What follows belongs to an exercise in optimizing a design on an open flow for small area and a short achievable clock period; a production flow would make more cautious choices.
RTL that was checked went through simulation tests only; none was proved equivalent to the original.
Only the layout flow was run in run 1; the RTL was not checked for function there.

<file path="flow/config.mk">
export PLATFORM = sky130hd
export DESIGN_NAME = top_diannao_node_vMAX
export DESIGN_NICKNAME = top_diannao_node_vMAX
export VERILOG_FILES = /design/flow/design.v
export SDC_FILE = /design/flow/constraint.sdc
export NUM_CORES = 8
export LEC_CHECK = 0
export ABC_AREA = 1
export CAP_MARGIN = 80
export CORE_MARGIN = 2
export CORE_UTILIZATION = 40
export SETUP_SLACK_MARGIN = 5
export SLEW_MARGIN = 80
</file>
<file path="flow/constraint.sdc">
create_clock -name core_clock -period 12.0 [get_ports {clk}]
set_input_delay 2.4000 -clock core_clock [delete_from_list [all_inputs] [get_ports {clk}]]
set_output_delay 2.4000 -clock core_clock [all_outputs]
set_load 0.01 [all_outputs]
</file>
<file path="flow/design.v">
module nfu_booth_enc (
    input  [14:0] B,
    output [7:0]  one,
    output [7:0]  two,
    output [7:0]  neg,
    output [8:0]  ext
);
    wire [17:0] b = {2'b00, B, 1'b0};
    genvar i;
    generate
        for (i = 0; i < 8; i = i + 1) begin : dig
            assign one[i] = b[2*i+1] ^ b[2*i];
            assign two[i] = (b[2*i+2] & ~b[2*i+1] & ~b[2*i]) | (~b[2*i+2] & b[2*i+1] & b[2*i]);
            assign neg[i] = b[2*i+2];
        end
    endgenerate
    wire [8:0] negs = {neg[4], 1'b0, neg[3], 1'b0, neg[2], 1'b0, neg[1], 1'b0, neg[0]};
    assign ext = -negs;
endmodule
module nfu_mul_cs (
    input  [14:0] A,
    input  [7:0]  one,
    input  [7:0]  two,
    input  [7:0]  neg,
    input  [8:0]  ext,
    input         s,
    output [14:0] h0,
    output [14:0] h1
);
    wire pp1;
    wire pp2;
    wire pp3;
    wire pp4;
    wire pp5;
    wire pp6;
    wire pp7;
    wire pp8;
    wire pp9;
    wire pp10;
    wire pp11;
    wire pp12;
    wire pp13;
    wire pp14;
    wire pp15;
    wire pp16;
    wire pp17;
    wire pp18;
    wire pp19;
    wire pp20;
    wire pp21;
    wire pp22;
    wire pp23;
    wire pp24;
    wire pp25;
    wire pp26;
    wire pp27;
    wire pp28;
    wire pp29;
    wire pp30;
    wire pp31;
    wire pp32;
    wire pp33;
    wire pp34;
    wire pp35;
    wire pp36;
    wire pp37;
    wire pp38;
    wire pp39;
    wire pp40;
    wire pp41;
    wire pp42;
    wire pp43;
    wire pp44;
    wire pp45;
    wire pp46;
    wire pp47;
    wire pp48;
    wire pp49;
    wire pp50;
    wire pp51;
    wire pp52;
    wire pp53;
    wire pp54;
    wire pp55;
    wire pp56;
    wire pp57;
    wire pp58;
    wire pp59;
    wire pp60;
    wire pp61;
    wire pp62;
    wire pp63;
    wire pp64;
    wire pp65;
    wire pp66;
    wire pp67;
    wire pp68;
    wire pp69;
    wire pp70;
    wire pp71;
    wire pp72;
    wire pp73;
    wire pp74;
    wire pp75;
    wire pp76;
    wire pp77;
    wire pp78;
    wire pp79;
    wire pp80;
    wire pp81;
    wire pp82;
    wire pp83;
    wire pp84;
    wire pp85;
    wire pp86;
    wire pp87;
    wire pp88;
    wire pp89;
    wire pp90;
    wire pp91;
    wire pp92;
    wire pp93;
    wire pp94;
    wire pp95;
    wire pp96;
    wire pp97;
    wire pp98;
    wire pp99;
    wire pp100;
    wire pp101;
    wire pp102;
    wire pp103;
    wire pp104;
    wire pp105;
    wire pp106;
    wire pp107;
    wire pp108;
    wire pp109;
    wire pp110;
    wire pp111;
    wire pp112;
    wire pp113;
    wire pp114;
    wire pp115;
    wire pp116;
    wire pp117;
    wire pp118;
    wire pp119;
    wire s120;
    wire c121;
    wire s122;
    wire c123;
    wire x124;
    wire s125;
    wire c126;
    wire s127;
    wire c128;
    wire x129;
    wire s130;
    wire c131;
    wire s132;
    wire c133;
    wire x134;
    wire s135;
    wire c136;
    wire x137;
    wire s138;
    wire c139;
    wire s140;
    wire c141;
    wire x142;
    wire s143;
    wire c144;
    wire x145;
    wire s146;
    wire c147;
    wire s148;
    wire c149;
    wire x150;
    wire s151;
    wire c152;
    wire x153;
    wire s154;
    wire c155;
    wire x156;
    wire s157;
    wire c158;
    wire s159;
    wire c160;
    wire x161;
    wire s162;
    wire c163;
    wire x164;
    wire s165;
    wire c166;
    wire x167;
    wire s168;
    wire c169;
    wire s170;
    wire c171;
    wire x172;
    wire s173;
    wire c174;
    wire x175;
    wire s176;
    wire c177;
    wire x178;
    wire s179;
    wire c180;
    wire x181;
    wire s182;
    wire c183;
    wire s184;
    wire c185;
    wire x186;
    wire s187;
    wire c188;
    wire x189;
    wire s190;
    wire c191;
    wire x192;
    wire s193;
    wire c194;
    wire x195;
    wire s196;
    wire c197;
    wire s198;
    wire c199;
    wire x200;
    wire s201;
    wire c202;
    wire x203;
    wire s204;
    wire c205;
    wire x206;
    wire s207;
    wire c208;
    wire x209;
    wire s210;
    wire c211;
    wire x212;
    wire s213;
    wire c214;
    wire s215;
    wire c216;
    wire x217;
    wire s218;
    wire c219;
    wire x220;
    wire s221;
    wire c222;
    wire x223;
    wire s224;
    wire c225;
    wire x226;
    wire s227;
    wire c228;
    wire x229;
    wire s230;
    wire c231;
    wire x232;
    wire s233;
    wire c234;
    wire x235;
    wire s236;
    wire c237;
    wire x238;
    wire s239;
    wire c240;
    wire x241;
    wire s242;
    wire c243;
    wire x244;
    wire s245;
    wire c246;
    wire s247;
    wire c248;
    wire x249;
    wire s250;
    wire c251;
    wire x252;
    wire s253;
    wire c254;
    wire x255;
    wire s256;
    wire c257;
    wire x258;
    wire s259;
    wire c260;
    wire x261;
    wire s262;
    wire c263;
    wire s264;
    wire c265;
    wire x266;
    wire s267;
    wire c268;
    wire x269;
    wire s270;
    wire c271;
    wire x272;
    wire s273;
    wire c274;
    wire x275;
    wire s276;
    wire c277;
    wire x278;
    wire s279;
    wire c280;
    wire x281;
    wire s282;
    wire c283;
    wire s284;
    wire c285;
    wire x286;
    wire s287;
    wire c288;
    wire x289;
    wire s290;
    wire c291;
    wire x292;
    wire s293;
    wire c294;
    wire x295;
    wire s296;
    wire c297;
    wire x298;
    wire s299;
    wire c300;
    wire x301;
    wire s302;
    wire c303;
    wire s304;
    wire c305;
    wire x306;
    wire s307;
    wire c308;
    wire x309;
    wire s310;
    wire c311;
    wire x312;
    wire s313;
    wire c314;
    wire x315;
    wire s316;
    wire c317;
    wire x318;
    wire s319;
    wire c320;
    wire x321;
    wire s322;
    wire c323;
    wire s324;
    wire c325;
    wire x326;
    wire s327;
    wire c328;
    wire x329;
    wire s330;
    wire c331;
    wire x332;
    wire s333;
    wire c334;
    wire x335;
    wire s336;
    wire c337;
    wire x338;
    wire s339;
    wire c340;
    wire x341;
    wire s342;
    wire c343;
    wire s344;
    wire c345;
    wire x346;
    wire s347;
    wire c348;
    wire x349;
    wire s350;
    wire c351;
    wire x352;
    wire s353;
    wire c354;
    wire x355;
    wire s356;
    wire c357;
    wire x358;
    wire s359;
    wire c360;
    wire x361;
    wire s362;
    wire c363;
    wire x364;
    wire s365;
    wire c366;
    wire x367;
    wire s368;
    wire c369;
    wire x370;
    wire s371;
    wire c372;
    wire x373;
    wire s374;
    wire c375;
    wire x376;
    wire s377;
    wire c378;
    wire s379;
    wire c380;
    wire x381;
    wire s382;
    wire c383;
    wire x384;
    wire s385;
    wire c386;
    wire x387;
    wire s388;
    wire c389;
    wire x390;
    wire s391;
    wire c392;
    wire x393;
    wire s394;
    wire c395;
    wire x396;
    wire s397;
    wire c398;
    wire x399;
    wire s400;
    wire c401;
    wire x402;
    wire s403;
    wire c404;
    wire x405;
    wire s406;
    wire c407;
    wire s408;
    wire c409;
    wire x410;
    wire s411;
    wire c412;
    wire x413;
    wire s414;
    wire c415;
    wire x416;
    wire s417;
    wire c418;
    wire x419;
    wire s420;
    wire c421;
    wire x422;
    wire s423;
    wire c424;
    wire x425;
    wire s426;
    wire c427;
    wire x428;
    wire s429;
    wire c430;
    wire s431;
    wire c432;
    wire x433;
    wire s434;
    wire c435;
    wire x436;
    wire s437;
    wire c438;
    wire x439;
    wire s440;
    wire c441;
    assign pp1 = ((one[0] & A[0])) ^ neg[0];
    assign pp2 = ((one[0] & A[1]) | (two[0] & A[0])) ^ neg[0];
    assign pp3 = ((one[0] & A[2]) | (two[0] & A[1])) ^ neg[0];
    assign pp4 = ((one[0] & A[3]) | (two[0] & A[2])) ^ neg[0];
    assign pp5 = ((one[0] & A[4]) | (two[0] & A[3])) ^ neg[0];
    assign pp6 = ((one[0] & A[5]) | (two[0] & A[4])) ^ neg[0];
    assign pp7 = ((one[0] & A[6]) | (two[0] & A[5])) ^ neg[0];
    assign pp8 = ((one[0] & A[7]) | (two[0] & A[6])) ^ neg[0];
    assign pp9 = ((one[0] & A[8]) | (two[0] & A[7])) ^ neg[0];
    assign pp10 = ((one[0] & A[9]) | (two[0] & A[8])) ^ neg[0];
    assign pp11 = ((one[0] & A[10]) | (two[0] & A[9])) ^ neg[0];
    assign pp12 = ((one[0] & A[11]) | (two[0] & A[10])) ^ neg[0];
    assign pp13 = ((one[0] & A[12]) | (two[0] & A[11])) ^ neg[0];
    assign pp14 = ((one[0] & A[13]) | (two[0] & A[12])) ^ neg[0];
    assign pp15 = ((one[0] & A[14]) | (two[0] & A[13])) ^ neg[0];
    assign pp16 = ((two[0] & A[14])) ^ neg[0];
    assign pp17 = ((one[1] & A[0])) ^ neg[1];
    assign pp18 = ((one[1] & A[1]) | (two[1] & A[0])) ^ neg[1];
    assign pp19 = ((one[1] & A[2]) | (two[1] & A[1])) ^ neg[1];
    assign pp20 = ((one[1] & A[3]) | (two[1] & A[2])) ^ neg[1];
    assign pp21 = ((one[1] & A[4]) | (two[1] & A[3])) ^ neg[1];
    assign pp22 = ((one[1] & A[5]) | (two[1] & A[4])) ^ neg[1];
    assign pp23 = ((one[1] & A[6]) | (two[1] & A[5])) ^ neg[1];
    assign pp24 = ((one[1] & A[7]) | (two[1] & A[6])) ^ neg[1];
    assign pp25 = ((one[1] & A[8]) | (two[1] & A[7])) ^ neg[1];
    assign pp26 = ((one[1] & A[9]) | (two[1] & A[8])) ^ neg[1];
    assign pp27 = ((one[1] & A[10]) | (two[1] & A[9])) ^ neg[1];
    assign pp28 = ((one[1] & A[11]) | (two[1] & A[10])) ^ neg[1];
    assign pp29 = ((one[1] & A[12]) | (two[1] & A[11])) ^ neg[1];
    assign pp30 = ((one[1] & A[13]) | (two[1] & A[12])) ^ neg[1];
    assign pp31 = ((one[1] & A[14]) | (two[1] & A[13])) ^ neg[1];
    assign pp32 = ((two[1] & A[14])) ^ neg[1];
    assign pp33 = ((one[2] & A[0])) ^ neg[2];
    assign pp34 = ((one[2] & A[1]) | (two[2] & A[0])) ^ neg[2];
    assign pp35 = ((one[2] & A[2]) | (two[2] & A[1])) ^ neg[2];
    assign pp36 = ((one[2] & A[3]) | (two[2] & A[2])) ^ neg[2];
    assign pp37 = ((one[2] & A[4]) | (two[2] & A[3])) ^ neg[2];
    assign pp38 = ((one[2] & A[5]) | (two[2] & A[4])) ^ neg[2];
    assign pp39 = ((one[2] & A[6]) | (two[2] & A[5])) ^ neg[2];
    assign pp40 = ((one[2] & A[7]) | (two[2] & A[6])) ^ neg[2];
    assign pp41 = ((one[2] & A[8]) | (two[2] & A[7])) ^ neg[2];
    assign pp42 = ((one[2] & A[9]) | (two[2] & A[8])) ^ neg[2];
    assign pp43 = ((one[2] & A[10]) | (two[2] & A[9])) ^ neg[2];
    assign pp44 = ((one[2] & A[11]) | (two[2] & A[10])) ^ neg[2];
    assign pp45 = ((one[2] & A[12]) | (two[2] & A[11])) ^ neg[2];
    assign pp46 = ((one[2] & A[13]) | (two[2] & A[12])) ^ neg[2];
    assign pp47 = ((one[2] & A[14]) | (two[2] & A[13])) ^ neg[2];
    assign pp48 = ((two[2] & A[14])) ^ neg[2];
    assign pp49 = ((one[3] & A[0])) ^ neg[3];
    assign pp50 = ((one[3] & A[1]) | (two[3] & A[0])) ^ neg[3];
    assign pp51 = ((one[3] & A[2]) | (two[3] & A[1])) ^ neg[3];
    assign pp52 = ((one[3] & A[3]) | (two[3] & A[2])) ^ neg[3];
    assign pp53 = ((one[3] & A[4]) | (two[3] & A[3])) ^ neg[3];
    assign pp54 = ((one[3] & A[5]) | (two[3] & A[4])) ^ neg[3];
    assign pp55 = ((one[3] & A[6]) | (two[3] & A[5])) ^ neg[3];
    assign pp56 = ((one[3] & A[7]) | (two[3] & A[6])) ^ neg[3];
    assign pp57 = ((one[3] & A[8]) | (two[3] & A[7])) ^ neg[3];
    assign pp58 = ((one[3] & A[9]) | (two[3] & A[8])) ^ neg[3];
    assign pp59 = ((one[3] & A[10]) | (two[3] & A[9])) ^ neg[3];
    assign pp60 = ((one[3] & A[11]) | (two[3] & A[10])) ^ neg[3];
    assign pp61 = ((one[3] & A[12]) | (two[3] & A[11])) ^ neg[3];
    assign pp62 = ((one[3] & A[13]) | (two[3] & A[12])) ^ neg[3];
    assign pp63 = ((one[3] & A[14]) | (two[3] & A[13])) ^ neg[3];
    assign pp64 = ((two[3] & A[14])) ^ neg[3];
    assign pp65 = ((one[4] & A[0])) ^ neg[4];
    assign pp66 = ((one[4] & A[1]) | (two[4] & A[0])) ^ neg[4];
    assign pp67 = ((one[4] & A[2]) | (two[4] & A[1])) ^ neg[4];
    assign pp68 = ((one[4] & A[3]) | (two[4] & A[2])) ^ neg[4];
    assign pp69 = ((one[4] & A[4]) | (two[4] & A[3])) ^ neg[4];
    assign pp70 = ((one[4] & A[5]) | (two[4] & A[4])) ^ neg[4];
    assign pp71 = ((one[4] & A[6]) | (two[4] & A[5])) ^ neg[4];
    assign pp72 = ((one[4] & A[7]) | (two[4] & A[6])) ^ neg[4];
    assign pp73 = ((one[4] & A[8]) | (two[4] & A[7])) ^ neg[4];
    assign pp74 = ((one[4] & A[9]) | (two[4] & A[8])) ^ neg[4];
    assign pp75 = ((one[4] & A[10]) | (two[4] & A[9])) ^ neg[4];
    assign pp76 = ((one[4] & A[11]) | (two[4] & A[10])) ^ neg[4];
    assign pp77 = ((one[4] & A[12]) | (two[4] & A[11])) ^ neg[4];
    assign pp78 = ((one[4] & A[13]) | (two[4] & A[12])) ^ neg[4];
    assign pp79 = ((one[4] & A[14]) | (two[4] & A[13])) ^ neg[4];
    assign pp80 = ((two[4] & A[14])) ^ neg[4];
    assign pp81 = ((one[5] & A[0])) ^ neg[5];
    assign pp82 = ((one[5] & A[1]) | (two[5] & A[0])) ^ neg[5];
    assign pp83 = ((one[5] & A[2]) | (two[5] & A[1])) ^ neg[5];
    assign pp84 = ((one[5] & A[3]) | (two[5] & A[2])) ^ neg[5];
    assign pp85 = ((one[5] & A[4]) | (two[5] & A[3])) ^ neg[5];
    assign pp86 = ((one[5] & A[5]) | (two[5] & A[4])) ^ neg[5];
    assign pp87 = ((one[5] & A[6]) | (two[5] & A[5])) ^ neg[5];
    assign pp88 = ((one[5] & A[7]) | (two[5] & A[6])) ^ neg[5];
    assign pp89 = ((one[5] & A[8]) | (two[5] & A[7])) ^ neg[5];
    assign pp90 = ((one[5] & A[9]) | (two[5] & A[8])) ^ neg[5];
    assign pp91 = ((one[5] & A[10]) | (two[5] & A[9])) ^ neg[5];
    assign pp92 = ((one[5] & A[11]) | (two[5] & A[10])) ^ neg[5];
    assign pp93 = ((one[5] & A[12]) | (two[5] & A[11])) ^ neg[5];
    assign pp94 = ((one[5] & A[13]) | (two[5] & A[12])) ^ neg[5];
    assign pp95 = ((one[5] & A[14]) | (two[5] & A[13])) ^ neg[5];
    assign pp96 = ((one[6] & A[0])) ^ neg[6];
    assign pp97 = ((one[6] & A[1]) | (two[6] & A[0])) ^ neg[6];
    assign pp98 = ((one[6] & A[2]) | (two[6] & A[1])) ^ neg[6];
    assign pp99 = ((one[6] & A[3]) | (two[6] & A[2])) ^ neg[6];
    assign pp100 = ((one[6] & A[4]) | (two[6] & A[3])) ^ neg[6];
    assign pp101 = ((one[6] & A[5]) | (two[6] & A[4])) ^ neg[6];
    assign pp102 = ((one[6] & A[6]) | (two[6] & A[5])) ^ neg[6];
    assign pp103 = ((one[6] & A[7]) | (two[6] & A[6])) ^ neg[6];
    assign pp104 = ((one[6] & A[8]) | (two[6] & A[7])) ^ neg[6];
    assign pp105 = ((one[6] & A[9]) | (two[6] & A[8])) ^ neg[6];
    assign pp106 = ((one[6] & A[10]) | (two[6] & A[9])) ^ neg[6];
    assign pp107 = ((one[6] & A[11]) | (two[6] & A[10])) ^ neg[6];
    assign pp108 = ((one[6] & A[12]) | (two[6] & A[11])) ^ neg[6];
    assign pp109 = ((one[7] & A[0])) ^ neg[7];
    assign pp110 = ((one[7] & A[1]) | (two[7] & A[0])) ^ neg[7];
    assign pp111 = ((one[7] & A[2]) | (two[7] & A[1])) ^ neg[7];
    assign pp112 = ((one[7] & A[3]) | (two[7] & A[2])) ^ neg[7];
    assign pp113 = ((one[7] & A[4]) | (two[7] & A[3])) ^ neg[7];
    assign pp114 = ((one[7] & A[5]) | (two[7] & A[4])) ^ neg[7];
    assign pp115 = ((one[7] & A[6]) | (two[7] & A[5])) ^ neg[7];
    assign pp116 = ((one[7] & A[7]) | (two[7] & A[6])) ^ neg[7];
    assign pp117 = ((one[7] & A[8]) | (two[7] & A[7])) ^ neg[7];
    assign pp118 = ((one[7] & A[9]) | (two[7] & A[8])) ^ neg[7];
    assign pp119 = ((one[7] & A[10]) | (two[7] & A[9])) ^ neg[7];
    assign s120 = s ^ neg[0];
    assign c121 = s & neg[0];
    assign s122 = s ^ pp2;
    assign c123 = s & pp2;
    assign x124 = s ^ neg[1];
    assign s125 = x124 ^ pp3;
    assign c126 = (s & neg[1]) | (pp3 & x124);
    assign s127 = pp17 ^ c123;
    assign c128 = pp17 & c123;
    assign x129 = s ^ pp4;
    assign s130 = x129 ^ pp18;
    assign c131 = (s & pp4) | (pp18 & x129);
    assign s132 = c126 ^ c128;
    assign c133 = c126 & c128;
    assign x134 = s ^ neg[2];
    assign s135 = x134 ^ pp5;
    assign c136 = (s & neg[2]) | (pp5 & x134);
    assign x137 = pp19 ^ pp33;
    assign s138 = x137 ^ c131;
    assign c139 = (pp19 & pp33) | (c131 & x137);
    assign s140 = s135 ^ c133;
    assign c141 = s135 & c133;
    assign x142 = s ^ pp6;
    assign s143 = x142 ^ pp20;
    assign c144 = (s & pp6) | (pp20 & x142);
    assign x145 = pp34 ^ c136;
    assign s146 = x145 ^ s143;
    assign c147 = (pp34 & c136) | (s143 & x145);
    assign s148 = c139 ^ c141;
    assign c149 = c139 & c141;
    assign x150 = s ^ neg[3];
    assign s151 = x150 ^ pp7;
    assign c152 = (s & neg[3]) | (pp7 & x150);
    assign x153 = pp21 ^ pp35;
    assign s154 = x153 ^ pp49;
    assign c155 = (pp21 & pp35) | (pp49 & x153);
    assign x156 = c144 ^ s151;
    assign s157 = x156 ^ s154;
    assign c158 = (c144 & s151) | (s154 & x156);
    assign s159 = c147 ^ s157;
    assign c160 = c147 & s157;
    assign x161 = s ^ pp8;
    assign s162 = x161 ^ pp22;
    assign c163 = (s & pp8) | (pp22 & x161);
    assign x164 = pp36 ^ pp50;
    assign s165 = x164 ^ c152;
    assign c166 = (pp36 & pp50) | (c152 & x164);
    assign x167 = c155 ^ s162;
    assign s168 = x167 ^ c158;
    assign c169 = (c155 & s162) | (c158 & x167);
    assign s170 = s165 ^ c160;
    assign c171 = s165 & c160;
    assign x172 = s ^ neg[4];
    assign s173 = x172 ^ pp9;
    assign c174 = (s & neg[4]) | (pp9 & x172);
    assign x175 = pp23 ^ pp37;
    assign s176 = x175 ^ pp51;
    assign c177 = (pp23 & pp37) | (pp51 & x175);
    assign x178 = pp65 ^ c163;
    assign s179 = x178 ^ s173;
    assign c180 = (pp65 & c163) | (s173 & x178);
    assign x181 = s176 ^ c166;
    assign s182 = x181 ^ s179;
    assign c183 = (s176 & c166) | (s179 & x181);
    assign s184 = c169 ^ c171;
    assign c185 = c169 & c171;
    assign x186 = s ^ pp10;
    assign s187 = x186 ^ pp24;
    assign c188 = (s & pp10) | (pp24 & x186);
    assign x189 = pp38 ^ pp52;
    assign s190 = x189 ^ pp66;
    assign c191 = (pp38 & pp52) | (pp66 & x189);
    assign x192 = c174 ^ c177;
    assign s193 = x192 ^ s187;
    assign c194 = (c174 & c177) | (s187 & x192);
    assign x195 = s190 ^ c180;
    assign s196 = x195 ^ s193;
    assign c197 = (s190 & c180) | (s193 & x195);
    assign s198 = c183 ^ s196;
    assign c199 = c183 & s196;
    assign x200 = neg[5] ^ pp11;
    assign s201 = x200 ^ pp25;
    assign c202 = (neg[5] & pp11) | (pp25 & x200);
    assign x203 = pp39 ^ pp53;
    assign s204 = x203 ^ pp67;
    assign c205 = (pp39 & pp53) | (pp67 & x203);
    assign x206 = pp81 ^ c188;
    assign s207 = x206 ^ c191;
    assign c208 = (pp81 & c188) | (c191 & x206);
    assign x209 = s201 ^ s204;
    assign s210 = x209 ^ c194;
    assign c211 = (s201 & s204) | (c194 & x209);
    assign x212 = s207 ^ c197;
    assign s213 = x212 ^ s210;
    assign c214 = (s207 & c197) | (s210 & x212);
    assign s215 = c199 ^ s213;
    assign c216 = c199 & s213;
    assign x217 = pp12 ^ pp26;
    assign s218 = x217 ^ pp40;
    assign c219 = (pp12 & pp26) | (pp40 & x217);
    assign x220 = pp54 ^ pp68;
    assign s221 = x220 ^ pp82;
    assign c222 = (pp54 & pp68) | (pp82 & x220);
    assign x223 = c202 ^ c205;
    assign s224 = x223 ^ s218;
    assign c225 = (c202 & c205) | (s218 & x223);
    assign x226 = s221 ^ c208;
    assign s227 = x226 ^ s224;
    assign c228 = (s221 & c208) | (s224 & x226);
    assign x229 = c211 ^ s227;
    assign s230 = x229 ^ c214;
    assign c231 = (c211 & s227) | (c214 & x229);
    assign x232 = neg[6] ^ pp13;
    assign s233 = x232 ^ pp27;
    assign c234 = (neg[6] & pp13) | (pp27 & x232);
    assign x235 = pp41 ^ pp55;
    assign s236 = x235 ^ pp69;
    assign c237 = (pp41 & pp55) | (pp69 & x235);
    assign x238 = pp83 ^ pp96;
    assign s239 = x238 ^ c219;
    assign c240 = (pp83 & pp96) | (c219 & x238);
    assign x241 = c222 ^ s233;
    assign s242 = x241 ^ s236;
    assign c243 = (c222 & s233) | (s236 & x241);
    assign x244 = c225 ^ s239;
    assign s245 = x244 ^ s242;
    assign c246 = (c225 & s239) | (s242 & x244);
    assign s247 = c228 ^ s245;
    assign c248 = c228 & s245;
    assign x249 = pp14 ^ pp28;
    assign s250 = x249 ^ pp42;
    assign c251 = (pp14 & pp28) | (pp42 & x249);
    assign x252 = pp56 ^ pp70;
    assign s253 = x252 ^ pp84;
    assign c254 = (pp56 & pp70) | (pp84 & x252);
    assign x255 = pp97 ^ c234;
    assign s256 = x255 ^ c237;
    assign c257 = (pp97 & c234) | (c237 & x255);
    assign x258 = s250 ^ s253;
    assign s259 = x258 ^ c240;
    assign c260 = (s250 & s253) | (c240 & x258);
    assign x261 = c243 ^ s256;
    assign s262 = x261 ^ s259;
    assign c263 = (c243 & s256) | (s259 & x261);
    assign s264 = c246 ^ c248;
    assign c265 = c246 & c248;
    assign x266 = neg[7] ^ pp15;
    assign s267 = x266 ^ pp29;
    assign c268 = (neg[7] & pp15) | (pp29 & x266);
    assign x269 = pp43 ^ pp57;
    assign s270 = x269 ^ pp71;
    assign c271 = (pp43 & pp57) | (pp71 & x269);
    assign x272 = pp85 ^ pp98;
    assign s273 = x272 ^ pp109;
    assign c274 = (pp85 & pp98) | (pp109 & x272);
    assign x275 = c251 ^ c254;
    assign s276 = x275 ^ s267;
    assign c277 = (c251 & c254) | (s267 & x275);
    assign x278 = s270 ^ s273;
    assign s279 = x278 ^ c257;
    assign c280 = (s270 & s273) | (c257 & x278);
    assign x281 = s276 ^ c260;
    assign s282 = x281 ^ s279;
    assign c283 = (s276 & c260) | (s279 & x281);
    assign s284 = c263 ^ s282;
    assign c285 = c263 & s282;
    assign x286 = pp16 ^ pp30;
    assign s287 = x286 ^ pp44;
    assign c288 = (pp16 & pp30) | (pp44 & x286);
    assign x289 = pp58 ^ pp72;
    assign s290 = x289 ^ pp86;
    assign c291 = (pp58 & pp72) | (pp86 & x289);
    assign x292 = pp99 ^ pp110;
    assign s293 = x292 ^ c268;
    assign c294 = (pp99 & pp110) | (c268 & x292);
    assign x295 = c271 ^ c274;
    assign s296 = x295 ^ s287;
    assign c297 = (c271 & c274) | (s287 & x295);
    assign x298 = s290 ^ c277;
    assign s299 = x298 ^ s293;
    assign c300 = (s290 & c277) | (s293 & x298);
    assign x301 = s296 ^ c280;
    assign s302 = x301 ^ s299;
    assign c303 = (s296 & c280) | (s299 & x301);
    assign s304 = c283 ^ s302;
    assign c305 = c283 & s302;
    assign x306 = ext[0] ^ pp31;
    assign s307 = x306 ^ pp45;
    assign c308 = (ext[0] & pp31) | (pp45 & x306);
    assign x309 = pp59 ^ pp73;
    assign s310 = x309 ^ pp87;
    assign c311 = (pp59 & pp73) | (pp87 & x309);
    assign x312 = pp100 ^ pp111;
    assign s313 = x312 ^ c288;
    assign c314 = (pp100 & pp111) | (c288 & x312);
    assign x315 = c291 ^ s307;
    assign s316 = x315 ^ s310;
    assign c317 = (c291 & s307) | (s310 & x315);
    assign x318 = c294 ^ c297;
    assign s319 = x318 ^ s313;
    assign c320 = (c294 & c297) | (s313 & x318);
    assign x321 = s316 ^ c300;
    assign s322 = x321 ^ s319;
    assign c323 = (s316 & c300) | (s319 & x321);
    assign s324 = c303 ^ s322;
    assign c325 = c303 & s322;
    assign x326 = ext[1] ^ pp32;
    assign s327 = x326 ^ pp46;
    assign c328 = (ext[1] & pp32) | (pp46 & x326);
    assign x329 = pp60 ^ pp74;
    assign s330 = x329 ^ pp88;
    assign c331 = (pp60 & pp74) | (pp88 & x329);
    assign x332 = pp101 ^ pp112;
    assign s333 = x332 ^ c308;
    assign c334 = (pp101 & pp112) | (c308 & x332);
    assign x335 = c311 ^ s327;
    assign s336 = x335 ^ s330;
    assign c337 = (c311 & s327) | (s330 & x335);
    assign x338 = c314 ^ c317;
    assign s339 = x338 ^ s333;
    assign c340 = (c314 & c317) | (s333 & x338);
    assign x341 = s336 ^ c320;
    assign s342 = x341 ^ s339;
    assign c343 = (s336 & c320) | (s339 & x341);
    assign s344 = c323 ^ s342;
    assign c345 = c323 & s342;
    assign x346 = ext[2] ^ pp47;
    assign s347 = x346 ^ pp61;
    assign c348 = (ext[2] & pp47) | (pp61 & x346);
    assign x349 = pp75 ^ pp89;
    assign s350 = x349 ^ pp102;
    assign c351 = (pp75 & pp89) | (pp102 & x349);
    assign x352 = pp113 ^ c328;
    assign s353 = x352 ^ c331;
    assign c354 = (pp113 & c328) | (c331 & x352);
    assign x355 = s347 ^ s350;
    assign s356 = x355 ^ c334;
    assign c357 = (s347 & s350) | (c334 & x355);
    assign x358 = c337 ^ s353;
    assign s359 = x358 ^ c340;
    assign c360 = (c337 & s353) | (c340 & x358);
    assign x361 = s356 ^ c343;
    assign s362 = x361 ^ s359;
    assign c363 = (s356 & c343) | (s359 & x361);
    assign x364 = ext[3] ^ pp48;
    assign s365 = x364 ^ pp62;
    assign c366 = (ext[3] & pp48) | (pp62 & x364);
    assign x367 = pp76 ^ pp90;
    assign s368 = x367 ^ pp103;
    assign c369 = (pp76 & pp90) | (pp103 & x367);
    assign x370 = pp114 ^ c348;
    assign s371 = x370 ^ c351;
    assign c372 = (pp114 & c348) | (c351 & x370);
    assign x373 = s365 ^ s368;
    assign s374 = x373 ^ c354;
    assign c375 = (s365 & s368) | (c354 & x373);
    assign x376 = s371 ^ c357;
    assign s377 = x376 ^ s374;
    assign c378 = (s371 & c357) | (s374 & x376);
    assign s379 = c360 ^ s377;
    assign c380 = c360 & s377;
    assign x381 = ext[4] ^ pp63;
    assign s382 = x381 ^ pp77;
    assign c383 = (ext[4] & pp63) | (pp77 & x381);
    assign x384 = pp91 ^ pp104;
    assign s385 = x384 ^ pp115;
    assign c386 = (pp91 & pp104) | (pp115 & x384);
    assign x387 = c366 ^ c369;
    assign s388 = x387 ^ s382;
    assign c389 = (c366 & c369) | (s382 & x387);
    assign x390 = s385 ^ c372;
    assign s391 = x390 ^ s388;
    assign c392 = (s385 & c372) | (s388 & x390);
    assign x393 = c375 ^ s391;
    assign s394 = x393 ^ c378;
    assign c395 = (c375 & s391) | (c378 & x393);
    assign x396 = ext[5] ^ pp64;
    assign s397 = x396 ^ pp78;
    assign c398 = (ext[5] & pp64) | (pp78 & x396);
    assign x399 = pp92 ^ pp105;
    assign s400 = x399 ^ pp116;
    assign c401 = (pp92 & pp105) | (pp116 & x399);
    assign x402 = c383 ^ c386;
    assign s403 = x402 ^ s397;
    assign c404 = (c383 & c386) | (s397 & x402);
    assign x405 = s400 ^ c389;
    assign s406 = x405 ^ s403;
    assign c407 = (s400 & c389) | (s403 & x405);
    assign s408 = c392 ^ s406;
    assign c409 = c392 & s406;
    assign x410 = ext[6] ^ pp79;
    assign s411 = x410 ^ pp93;
    assign c412 = (ext[6] & pp79) | (pp93 & x410);
    assign x413 = pp106 ^ pp117;
    assign s414 = x413 ^ c398;
    assign c415 = (pp106 & pp117) | (c398 & x413);
    assign x416 = c401 ^ s411;
    assign s417 = x416 ^ c404;
    assign c418 = (c401 & s411) | (c404 & x416);
    assign x419 = s414 ^ c407;
    assign s420 = x419 ^ s417;
    assign c421 = (s414 & c407) | (s417 & x419);
    assign x422 = ext[7] ^ pp80;
    assign s423 = x422 ^ pp94;
    assign c424 = (ext[7] & pp80) | (pp94 & x422);
    assign x425 = pp107 ^ pp118;
    assign s426 = x425 ^ c412;
    assign c427 = (pp107 & pp118) | (c412 & x425);
    assign x428 = s423 ^ c415;
    assign s429 = x428 ^ s426;
    assign c430 = (s423 & c415) | (s426 & x428);
    assign s431 = c418 ^ s429;
    assign c432 = c418 & s429;
    assign x433 = ext[8] ^ pp95;
    assign s434 = x433 ^ pp108;
    assign c435 = (ext[8] & pp95) | (pp108 & x433);
    assign x436 = pp119 ^ c424;
    assign s437 = x436 ^ s434;
    assign c438 = (pp119 & c424) | (s434 & x436);
    assign x439 = c427 ^ s437;
    assign s440 = x439 ^ c430;
    assign c441 = (c427 & s437) | (c430 & x439);
    wire [10:0] low = {c185, s182, s168, c149, s146, s138, s130, s125, c121, pp1} + {s198, s184, s170, s159, s148, s140, s132, s127, s122, s120};
    assign h0 = {c432, c421, c409, c395, c380, c363, c345, c325, c305, c285, c265, s262, c231, c216, s215};
    assign h1 = {s440, s431, s420, s408, s394, s379, s362, s344, s324, s304, s284, s264, s247, s230, low[10]};
endmodule
module nfu_sum4 (
    input  [15:0] a,
    input  [15:0] b,
    input  [15:0] c,
    input  [15:0] d,
    output [15:0] y
);
    wire [15:0] x1 = a ^ b;
    wire [15:0] s1 = x1 ^ c;
    wire [15:0] c1 = {(a[14:0] & b[14:0]) | (c[14:0] & x1[14:0]), 1'b0};
    wire [15:0] x2 = s1 ^ c1;
    wire [15:0] s2 = x2 ^ d;
    wire [15:0] c2 = {(s1[14:0] & c1[14:0]) | (d[14:0] & x2[14:0]), 1'b0};
    assign y = s2 + c2;
endmodule
module nfu_max4 (
    input  [15:0] a,
    input  [15:0] b,
    input  [15:0] c,
    input  [15:0] d,
    output [15:0] y
);
    wire [15:0] m0 = (a > b) ? a : b;
    wire [15:0] m1 = (c > d) ? c : d;
    assign y = (m0 > m1) ? m0 : m1;
endmodule
module top_diannao_node_vMAX (
        clk,
        i_inputs,
        i_synapses,
        i_op,
        i_nbout,
        i_load,
        o_to_edram
    );
    input           clk;
    input  [255:0]  i_inputs;
    input  [255:0]  i_synapses;
    input  [0:0]    i_op;
    input  [15:0]   i_nbout;
    input           i_load;
    output [15:0]   o_to_edram;
    reg  [239:0] mag_a;
    reg  [127:0] one1, two1, neg1;
    reg  [15:0]  sgn1;
    reg  [239:0] cs0, cs1;
    reg  [15:0]  sgn2;
    reg  [63:0]  grp_sum, grp_max;
    reg  [15:0]  red_sum, red_max;
    reg  [15:0]  out_reg;
    assign o_to_edram = out_reg;
    wire [239:0] h0, h1;
    wire [255:0] prod;
    wire [63:0]  grp_sum_d, grp_max_d;
    genvar j, k;
    generate
        for (j = 0; j < 16; j = j + 1) begin : lane
            wire [7:0] one0, two0, neg0;
            wire [8:0] ext0, ext1;
            nfu_booth_enc ENC (
                .B   (i_synapses[16*j +: 15]),
                .one (one0),
                .two (two0),
                .neg (neg0),
                .ext (ext0)
            );
            always @(posedge clk) begin
                one1[8*j +: 8] <= one0;
                two1[8*j +: 8] <= two0;
                neg1[8*j +: 8] <= neg0;
            end
            assign ext1 = -{neg1[8*j+4], 1'b0, neg1[8*j+3], 1'b0, neg1[8*j+2], 1'b0, neg1[8*j+1], 1'b0, neg1[8*j]};
            always @(posedge clk) begin
                mag_a[15*j +: 15] <= i_inputs[16*j +: 15];
                sgn1[j]           <= i_inputs[16*j+15] ^ i_synapses[16*j+15];
            end
            nfu_mul_cs MUL (
                .A   (mag_a[15*j +: 15]),
                .one (one1[8*j +: 8]),
                .two (two1[8*j +: 8]),
                .neg (neg1[8*j +: 8]),
                .ext (ext1),
                .s   (sgn1[j]),
                .h0  (h0[15*j +: 15]),
                .h1  (h1[15*j +: 15])
            );
            assign prod[16*j +: 16] = {sgn2[j], cs0[15*j +: 15] + cs1[15*j +: 15]};
        end
        for (k = 0; k < 4; k = k + 1) begin : grp
            nfu_sum4 GS (prod[64*k +: 16], prod[64*k+16 +: 16], prod[64*k+32 +: 16], prod[64*k+48 +: 16], grp_sum_d[16*k +: 16]);
            nfu_max4 GM (prod[64*k +: 16], prod[64*k+16 +: 16], prod[64*k+32 +: 16], prod[64*k+48 +: 16], grp_max_d[16*k +: 16]);
        end
    endgenerate
    wire [15:0] ss, sm, ms, mm;
    nfu_sum4 SS (grp_sum[15:0], grp_sum[31:16], grp_sum[47:32], grp_sum[63:48], ss);
    nfu_max4 SM (grp_sum[15:0], grp_sum[31:16], grp_sum[47:32], grp_sum[63:48], sm);
    nfu_sum4 MS (grp_max[15:0], grp_max[31:16], grp_max[47:32], grp_max[63:48], ms);
    nfu_max4 MM (grp_max[15:0], grp_max[31:16], grp_max[47:32], grp_max[63:48], mm);
    wire        take = red_max > out_reg;
    wire [15:0] fin_sum = red_sum + out_reg;
    wire [15:0] fin_max = ({16{take}} & red_max) | ({16{~take}} & out_reg);
    wire [15:0] fin     = i_op[0] ? fin_max : fin_sum;
    always @(posedge clk) begin
        cs0     <= h0;
        cs1     <= h1;
        sgn2    <= sgn1;
        grp_sum <= grp_sum_d;
        grp_max <= grp_max_d;
        red_sum <= i_op[0] ? ms : ss;
        red_max <= i_op[0] ? mm : sm;
        out_reg <= i_load ? fin : i_nbout;
    end
endmodule
</file>
<file path="flow/flow/run.sh">
#!/bin/bash
set -euo pipefail
bash standard.sh SETUP_SLACK_MARGIN=8 finish > standard.log 2>&1
</file>
<file path="flow/standard.sh">
#!/bin/bash
# synth_recipe.tcl (not shown) runs the flow's synth.tcl, then flattens the netlist and writes it again
# the make line also repeats each setting of config.mk as NAME=value (left out here)
make -C /OpenROAD-flow-scripts/flow DESIGN_CONFIG=/design/flow/config.mk WORK_HOME=/design/flow/orfs CLKGATE_MAP_FILE= SYNTH_SCRIPT=/design/flow/synth_recipe.tcl "${@:-finish}"
</file>
==> notes.md, run 1 <==
Synth
The biggest area contributor in the post-synthesis netlist is sky130_fd_sc_hd__fa_1. For this run, the number of Yosys warnings is 1. The synthesized netlist devotes 12.2% of its cell area to compound gates. The net count of the mapped netlist is ~19000. Of all flip-flops after synthesis, the portion carrying an async set or reset was 0%.

Counting flops with a built-in enable in the synthesized netlist gives 16. Summing the areas of all xor and xnor instances in the mapped netlist gives between 10% and 20% of the synthesized area. In the post-synthesis netlist, the biggest area contributors are sky130_fd_sc_hd__fa_1 24%, sky130_fd_sc_hd__dfxtp_1 19%, sky130_fd_sc_hd__xor2_1 13%. The area share of the largest cell type after synthesis is 24.3%. The synthesized netlist devotes a little over a third of its cell area to adder and majority cells. The number of library cell types mapped by synthesis is 63. The synthesized instance count is approximately 15000. After synthesis the cells add up to roughly 130000 µm².

The sequential element share of the synthesized area is about a fifth. The number of flip-flops and latches in the synthesized netlist is around 1300. The leading register cell type out of synthesis is sky130_fd_sc_hd__dfxtp_1. The average size of a mapped cell is approximately 9 µm².

The largest family of logic cells by synthesized area is adder cells. After synthesis, the share of cell area in mux cells is less than 1%. The simple-gate share of the synthesized area is under 10%.

Finish
The share of layout cells above drive strength 1 is 21.2%. In the final layout, the multi-input gates occupy between 100000 and 150000 µm². The most common cell after layout, fill and taps aside is sky130_fd_sc_hd__inv_1.

The area added between synthesis and finish is 23.3%. In the layout the commonest cells are 2203 x sky130_fd_sc_hd__inv_1, 1774 x sky130_fd_sc_hd__xor2_1, 1674 x sky130_fd_sc_hd__o22ai_1, 1607 x sky130_fd_sc_hd__fa_1, 1232 x sky130_fd_sc_hd__nand2_1. The count of fill cells added during filler insertion is just over 30000. In the final design database the tool counted about 19000 nets.

In the final layout, flip-flops and latches occupy roughly 27000 µm².

Worst setup path
The setup slack on the worst flop-to-flop path is just under 7000 ps. The largest stage delay on the critical path is between 500 and 600 ps. The startpoint of the worst-slack reg-to-reg timing path is cs0[75]. The capturing element type of the critical path is a flip-flop.

The critical path launch point is cs0[75]. STA classifies the critical path startpoint as a flip-flop. Among all stages on the critical path, the largest delay is contributed by sky130_fd_sc_hd__or4_4.

The critical path in this run is classified as reg2reg. The reg-to-reg endpoint is grp_max[24]. The capturing element of the worst setup path is grp_max[24]. For the worst setup path, the data arrival time is about 5900 ps.

The maximum fanout encountered on the critical timing path is 8. The depth of the worst register-to-register path is 31. At the worst endpoint, the required time is around 13000 ps.

Timing
Between clock sinks in the finished design, the worst skew comes to ~56 ps. Based on the critical path, the design can be clocked at up to roughly 200 MHz. The final number of hold-violating endpoints is 0. Setup repair after global routing could not meet its margin everywhere. The worst slack on hold paths is around 460 ps. In this run the tightest slew margin relative to its limit is 74.7%. The ratio of final minimum period to clock period is roughly 43%. The measured slew at the worst slew-check pin is roughly 380 ps. The smallest clock period supported by the final layout is computed as around 5100 ps. For the final routed database, the setup TNS stands at 0 ps. Setup violations remaining at the end of the flow were counted as 0. The max-slew violation total from the final report is 0.

Clock tree
Buffers inserted during clock tree synthesis total around 160. The TritonCTS clock tree is done. At the later pin of the worst-skew pair, clock insertion delay measures around 910 ps. The H-tree was split into 4 levels. The total number of clock tree sinks is 1296.

Clock-pin slew was measured on the worst setup and hold paths at roughly 70 ps. The master cell of the clock root buffer is sky130_fd_sc_hd__clkbuf_16. The buffer levels on the longest clock path is 4. The number of buffers inserted by hold repair at cts is 0.

Route
The count of nets left with antenna violations once routing finished came out at 0. The number of vias after detailed routing is 108000. The post-detailed-route wirelength per cell is 20.2 µm.

The first-pass detailed-route iteration total is 8. The first routing iteration left 8944 violations. The via density per instance is between 5 and 6. In the routed design, unresolved DRC markers number 0.

The total wirelength of the detailed-routed design is between 400000 and 500000 µm.

Floorplan
After floorplanning, the core was divided into between 200 and 250 placement rows. The width of the chip is just under 600 µm. The die is just under 600 µm tall. Once the floorplan was initialized, standard cells occupied 40.3% of the core. The total I/O pin count is approximately 550. The core box area is roughly 330000 µm².

The floorplan step defined a die boundary enclosing 341000 µm².

Global route
The maximum number of pins on one net before global-route repair is 48. The via count of the first global-routing pass is 109000. The wire length of the first global-routing pass is around 640000 µm. The initial antenna violation count came to 11. Global routing finished with a remaining overflow of 0. In the global route stage, overall resource usage came out at a little under a quarter.

Placement
The number of buffers added on ports is between 500 and 600. After legalization and detailed placement, the total HPWL measured 317000 µm. The congestion estimate from routability-driven global placement came to slightly above 0.9.

Run status
The flow ran to the end and the layout has no timing, DRC or antenna violations.

Worst hold path
The min-delay analysis places its worst path in the category reg2reg.

Run
The max-cap check violation count is 0.
==> flip-flops by register name, summed over array words and instances, names as in the netlist, named ones only <==
signal and flops:
lane.MUL.neg 112, cs1 240, cs0 240, sgn2 16, mag_a 240, two1 128
red_max 16, grp_sum 64, one1 128, red_sum 16, sgn1 16, grp_max 64
==> worst min path at each step <==
stage	start	slack [ps]	to	cells after the start
6_report	sgn1[13]	460	sgn2[13]	0
3_3_place_gp	red_max[3]	590	flip-flop	2
5_1_grt	sgn1[6]	470	sgn2[6]	0
2_1_floorplan	sgn1[0]	510	sgn2[0]	0
3_5_place_dp	sgn1[6]	460	sgn2[6]	0
4_1_cts	sgn1[6]	460	sgn2[6]	0
==> layout make-up <==
type | count | area share [%]
multi-input cells | 10300 | 63.2
flip-flops and latches | 1296 | 16.2
inverters | 2904 | 7.30
repair buffers | 1228 | 6.57
well taps | 4387 | 3.31
clock buffers | 212 | 2.77
clock inverters | 90 | 0.625
repair inverters | 7 | 0.0377
diodes | 2 | 0.00302
==> synth_stat cells, types with 4 or more instances <==
cell	count
sky130_fd_sc_hd__a211oi_1	9
sky130_fd_sc_hd__a21boi_0	18
sky130_fd_sc_hd__a21o_1	27
sky130_fd_sc_hd__a21oi_1	476
sky130_fd_sc_hd__a21oi_2	6
sky130_fd_sc_hd__a31oi_1	53
sky130_fd_sc_hd__and2_1	21
sky130_fd_sc_hd__buf_1	102
sky130_fd_sc_hd__buf_2	20
sky130_fd_sc_hd__buf_4	4
sky130_fd_sc_hd__clkbuf_1	538
sky130_fd_sc_hd__clkinv_1	84
sky130_fd_sc_hd__dfxtp_1	1280
sky130_fd_sc_hd__edfxtp_1	16
sky130_fd_sc_hd__fa_1	1633
sky130_fd_sc_hd__ha_1	1197
sky130_fd_sc_hd__inv_1	2758
sky130_fd_sc_hd__inv_2	62
sky130_fd_sc_hd__mux2_2	96
sky130_fd_sc_hd__nand2_1	1413
sky130_fd_sc_hd__nand2_2	27
sky130_fd_sc_hd__nand2_4	8
sky130_fd_sc_hd__nand3_1	397
sky130_fd_sc_hd__nand3_2	15
sky130_fd_sc_hd__nand3b_1	8
sky130_fd_sc_hd__nand4_1	87
sky130_fd_sc_hd__nor2_1	383
sky130_fd_sc_hd__nor2_2	11
sky130_fd_sc_hd__nor3_1	72
sky130_fd_sc_hd__nor4_1	13
sky130_fd_sc_hd__o2111ai_1	23
sky130_fd_sc_hd__o211ai_1	35
sky130_fd_sc_hd__o21a_1	17
sky130_fd_sc_hd__o21ai_0	276
sky130_fd_sc_hd__o21ai_1	5
sky130_fd_sc_hd__o21bai_1	37
sky130_fd_sc_hd__o221ai_1	6
sky130_fd_sc_hd__o22ai_1	1699
sky130_fd_sc_hd__o31ai_1	18
sky130_fd_sc_hd__or2_2	17
sky130_fd_sc_hd__xnor2_1	171
sky130_fd_sc_hd__xor2_1	2000
==> worst max-delay path, delay by kind of cell (launching register included) <==
family	cells	cell delay (ps)
AND/OR/NAND/NOR	14	2030
adder cells (fa/ha/maj)	4	1120
buffers and inverters	8	890
AO/OA/AOI/OAI	4	510
flip-flops	1	300
XOR/XNOR	1	180
==> logic make-up after synthesis <==
family	count (synthesis)
simple gates	2484
fa+ha+maj	2830
mux	97
flops	1296
buf+inv	3572
xor+xnor	2171
compound gates	2726
==> per-layer routing <==
layer	GRT usage (%)	share of wire, %	wire (µm)	vias to the layer above
met5	0	0.0058	24	-
met1	33.4	44	182000	53100
li1	-	-	-	50400
met2	37.5	45	187000	4252
met3	3.83	7.8	32200	696
met4	6.11	2.9	12000	4
==> repair_timing <==
item | 4_1_cts | 5_1_grt
gates resized for setup | 738 | 742
cloned | 17 | 6
pin swaps | 306 | 301
setup buffers | 298 | 216
endpoints found under the setup margin | 129 | 131
==> metrics by stage <==
| step | cell area (µm²) | util, % | cells | setup WS, ps |
|---|---|---|---|---|
| floorplan | 135000 | - | 15200 | 7280 |
| global route | 166000 | 49.6 | 20400 | 6640 |
| CTS | 160000 | 48.0 | 20200 | 6880 |
| detailed placement | 149000 | 44.7 | 19600 | 5770 |
| global placement | 143000 | 42.9 | 19400 | 5920 |
| finish | 166000 | 49.6 | 20400 | 6880 |
==> inputs of run 2 (changes only) <==
--- a/flow/design.v
+++ b/flow/design.v
@@ -936,7 +936,15 @@
     output [15:0] y
 );
-    wire [15:0] m0 = (a > b) ? a : b;
-    wire [15:0] m1 = (c > d) ? c : d;
-    assign y = (m0 > m1) ? m0 : m1;
+    wire ab = a > b;
+    wire ac = a > c;
+    wire ad = a > d;
+    wire bc = b > c;
+    wire bd = b > d;
+    wire cd = c > d;
+    wire sa = ab & ac & ad;
+    wire sb = ~ab & bc & bd;
+    wire sc = ~ac & ~bc & cd;
+    wire sd = ~ad & ~bd & ~cd;
+    assign y = ({16{sa}} & a) | ({16{sb}} & b) | ({16{sc}} & c) | ({16{sd}} & d);
 endmodule
 module top_diannao_node_vMAX (
==> flow/run.sh (new file) <==
#!/bin/bash
# synth_recipe.tcl (not shown) runs the flow's synth.tcl, then flattens the netlist and writes it again
# the make line also repeats each setting of config.mk as NAME=value (left out here)
make -C /OpenROAD-flow-scripts/flow DESIGN_CONFIG=/design/flow/config.mk WORK_HOME=/design/flow/orfs CLKGATE_MAP_FILE= SYNTH_SCRIPT=/design/flow/synth_recipe.tcl finish
removed: flow/flow/run.sh
removed: flow/standard.sh
==> run 2 against run 1 <==
Register-to-register slack gained 300 ps. Sequential share of layout area increased by 0.26 points. Final area fell by 1.9%. Hold slack got worse by 26 ps. Critical endpoint is now grp_sum[31].
==> notes.md, run 2 <==
Run status
Result of the run: timing/DRC/antenna clean (unchanged).

Clock tree
The number of buffers inserted by hold repair at cts was 0 (unchanged). The post-CTS setup repair buffer count came to 0 (was 298). The TritonCTS clock tree was done (unchanged). The source-to-sink clock delay at the later pin of the worst-skew pair is 920 ps (was 910 ps).

The master cell of the clock root buffer is sky130_fd_sc_hd__clkbuf_16 (unchanged). The clock-pin transition on the worst setup and hold timing paths is 70 ps (about the same). The maximum level of the CTS H-tree is 4 (unchanged). The total number of clock tree sinks came to 1296 (unchanged). The buffer levels on the longest clock path is 4 (unchanged). The number of buffers inserted during clock tree synthesis came to 167 (was 164). The count of instances resized after the clock tree is built was 0 (was 738).

Timing
The final critical path time including I/O delays and setup is 4820 ps (was 5120 ps). Setup repair after global routing missed its margin: false (was true). The largest clock skew in the final design is 69.3 ps (was 56.5 ps). The final setup slack of the worst path is 7180 ps (was 6880 ps). The measured slew at the worst slew-check pin is 331 ps (was 377 ps). The total of endpoints with negative setup slack in the final report is 0 (unchanged). The max-slew headroom at the worst pin came to 77.8% (was 74.7%). The ratio of final minimum period to clock period is 40.1% (was 42.7%).

The max-slew violation total from the final report is 0 (unchanged). The worst slack on hold paths was 432 ps (was 458 ps). The final number of hold-violating endpoints came to 0 (unchanged).

The top achievable clock speed is 208 MHz (was 195 MHz). The total negative setup slack is 0 ps (unchanged).

Floorplan
The core box area is 352000 µm² (was 334000 µm²). The width of the chip is 599 µm (was 584 µm). The total I/O pin count is 547 (unchanged). The full die area came to 359000 µm² (was 341000 µm²).

The height of the chip is 599 µm (was 584 µm). The row count is 218 (was 212). The effective utilization at floorplan is 40.2% (was 40.3%).

Finish
The share of layout cells above drive strength 1 is 12.1% (was 21.2%). Top flop regs: cs0 x240, cs1 x240, mag_a x240 (unchanged). The most common cell after layout, fill and taps aside is sky130_fd_sc_hd__inv_1 (unchanged). The layout net count was 20200 (was 19300). Most frequent cells in the layout: 2452 x sky130_fd_sc_hd__inv_1, 1810 x sky130_fd_sc_hd__xor2_1, 1700 x sky130_fd_sc_hd__o22ai_1, 1613 x sky130_fd_sc_hd__fa_1, 1607 x sky130_fd_sc_hd__nand2_1 (was 2203 x sky130_fd_sc_hd__inv_1, 1774 x sky130_fd_sc_hd__xor2_1, 1674 x sky130_fd_sc_hd__o22ai_1, 1607 x sky130_fd_sc_hd__fa_1, 1232 x sky130_fd_sc_hd__nand2_1). The area added between synthesis and finish is 14.9% (was 23.3%).

Worst setup path
The critical path's slowest cell is sky130_fd_sc_hd__fa_1 (was sky130_fd_sc_hd__or4_4). The largest stage delay on the critical path is 610 ps (was 550 ps). The buffering stage count on the worst path with inverters included is 5 (was 8).

The maximum fanout encountered on the critical timing path is 4 (was 8). The capturing element type of the critical path is a flip-flop (unchanged). The type of the worst setup path is reg2reg (unchanged). Walking the worst path, the cells encountered are ha_2 -> inv_1 -> fa_1 -> inv_1 -> fa_1 -> inv_1 -> fa_1 -> inv_1 -> ha_1 -> inv_1 -> fa_1 -> o21ai_1 -> nand2_1 -> o211ai_1 -> nand2_1 -> nand2_1 -> a21oi_1 -> o21ai_0 -> nand2_1 -> nand2_1 -> nand2_1 -> a21oi_1 -> xor2_1. The data arrival time of the worst path is 5640 ps (was 5910 ps). The launching element type of the critical path is a flip-flop (unchanged).

The dominant cell type by count on the critical path is sky130_fd_sc_hd__nand2_1. The required time of the critical path is 12820 ps (was 12790 ps). The gate family responsible for the most delay along the worst path is adder cells (was simple AND/OR/NAND/NOR gates).

Route
The DRC violation count after routing is 0 (unchanged). The first-pass detailed-route iteration total is 6 (was 8). The initial DRC count is 9900 (was 8944). The post-detailed-route wirelength per cell is 20.0 µm (was 20.2 µm). The via density per instance came to 5.28 (was 5.31). The post-detailed-route count of antenna-violating nets is 0 (unchanged). The number of vias after detailed routing is 113000 (was 108000). The total wirelength of the detailed-routed design is 431000 µm (was 414000 µm).

Synth
The leading register cell type out of synthesis is sky130_fd_sc_hd__dfxtp_1 (unchanged). The count of flip-flops with a built-in enable after synthesis came to 16 (unchanged). The synthesized instance count is 16300 (was 15200). The number of library cell types mapped by synthesis is 59 (was 63). The yosys synthesis warning count is 1 (unchanged). The number of flip-flops and latches in the synthesized netlist is 1296 (unchanged). The area share of the largest cell type after synthesis is 23.0% (was 24.3%).

Most used standard cells in the synthesized netlist: 2931 x sky130_fd_sc_hd__inv_1, 1954 x sky130_fd_sc_hd__xor2_1, 1700 x sky130_fd_sc_hd__o22ai_1 (was 2758 x sky130_fd_sc_hd__inv_1, 2000 x sky130_fd_sc_hd__xor2_1, 1699 x sky130_fd_sc_hd__o22ai_1). The average size of a mapped cell came to 8.67 µm² (was 8.86 µm²). The sequential element share of the synthesized area is 18.4% (was 19.4%). The area of the mapped netlist came to 142000 µm² (was 134000 µm²). The share of flip-flops with an asynchronous set or reset was 0% (unchanged). The net count of the mapped netlist is 19900 (was 18500).

The dominant cell by count in the synthesized netlist is sky130_fd_sc_hd__inv_1 (unchanged). The dominant cell type by area after synthesis is sky130_fd_sc_hd__fa_1 (unchanged). Cells taking the most area after synthesis: sky130_fd_sc_hd__fa_1 23%, sky130_fd_sc_hd__dfxtp_1 18%, sky130_fd_sc_hd__ha_1 13% (was sky130_fd_sc_hd__fa_1 24%, sky130_fd_sc_hd__dfxtp_1 19%, sky130_fd_sc_hd__xor2_1 13%).

Global route
The maximum number of pins on one net before global-route repair is 38 (was 48). The overflow left after global routing is 0 (unchanged). The initial antenna violation count is 27 (was 11). The wire length of the first global-routing pass is 667000 µm (was 636000 µm). The combined global-route utilization of all metal layers is 23.7% (about the same). The via count of the first global-routing pass came to 113000 (was 109000).

Worst hold path
The worst min-delay path category was reg2reg (unchanged).

Placement
The last weighted congestion value of the routability-driven placer is 0.944 (was 0.936). The number of buffers added on ports is 546 (unchanged). The HPWL after detailed placement is 341000 µm (was 317000 µm).

The setup slack at placement came to 7260 ps (was 5770 ps).

Run
The max-cap check violation count is 0 (unchanged).
==> run 2: cell count changes in the layout (fill, tap and decap cells not counted), sizes merged, moves of 16 or more <==
cell	delta
buf	-468
and2	-18
o21ai	-57
nand3	-64
xor2	-46
o2111ai	-16
nor2	+328
nand4	+205
nand2	+224
diode	+18
a21oi	+59
o21bai	+35
inv	+191
ha	+268
==> run 2: per-stage QoR <==
stage	instances	cell area, µm²	util [%]
after global routing	21500	163000	46.1
after CTS	21400	162000	45.9
final	21500	163000	46.2
after global placement	21000	151000	42.8
after floorplan	16300	142000	-
after detailed placement	21100	156000	44.2
==> run 2: cell type report <==
type                    instances  area [µm²]
diodes                         20        50.0
clock inverters                89        1100
repair buffers                756        6600
fillers                     34200      190000
well taps                    4730        5920
inverters                    3088       12400
flip-flops and latches       1296       26700
clock buffers                 217        4850
multi-input cells           11300      105000
==> run 2: kinds of logic after synthesis <==
kind of cell | count (synthesis) | share of synthesized area (%)
simple gates | 3172 | 9.59
fa+ha+maj | 3093 | 36.0
flops | 1296 | 18.4
xor+xnor | 2139 | 13.2
mux | 97 | 0.771
compound gates | 2781 | 11.9
buf+inv | 3747 | 10.0
==> run 2: final timing paths <==
path | slack [ps] | from | depth (start not counted) | end
worst max-delay path | 7180 | cs0[90] | 23 | grp_sum[31]
worst min-delay path | 430 | sgn1[0] | 0 | sgn2[0]
worst max register to register | 7180 | cs0[90] | 23 | grp_sum[31]
worst min register to register | 430 | sgn1[0] | 0 | sgn2[0]
==> run 2: metal layers <==
| metal | global-route usage, % | routed length [µm] |
|---|---|---|
| met1 | 33.4 | 191000 |
| met2 | 37.0 | 192000 |
| met3 | 3.76 | 32600 |
| met4 | 7.65 | 14700 |
| met5 | 0 | 60 |

-- what the ideal ports hide --
No port has a modelled driver above. Below, the same layouts with a new extraction and two added sets of constraints. Step 1, drivers: a clkbuf_16 drives clk and a buf_2 each remaining input, both assumed. Step 2, shift: input delay + t, output delay - t, t = (earliest + latest rising clock arrival at the registers) / 2. This alone moves slack from input paths to output paths. Three values: ideal ports, drivers, drivers and shift; two values: the first two.
| run | shift t [ns] | setup slack, ns | hold slack, ns | slew at the worst register clock pin (ns) | cell pins on the clock port's net |
|---|---|---|---|---|---|
| run 1 | 0.987 | 6.879 / 6.879 / 6.879 | 0.458 / 0.458 / 0.458 | 0.08 / 0.08 | 1 |
| run 2 | 0.994 | 7.182 / 7.182 / 7.182 | 0.432 / 0.432 / 0.432 | 0.08 / 0.08 | 1 |
After both steps every run listed still meets setup and hold.
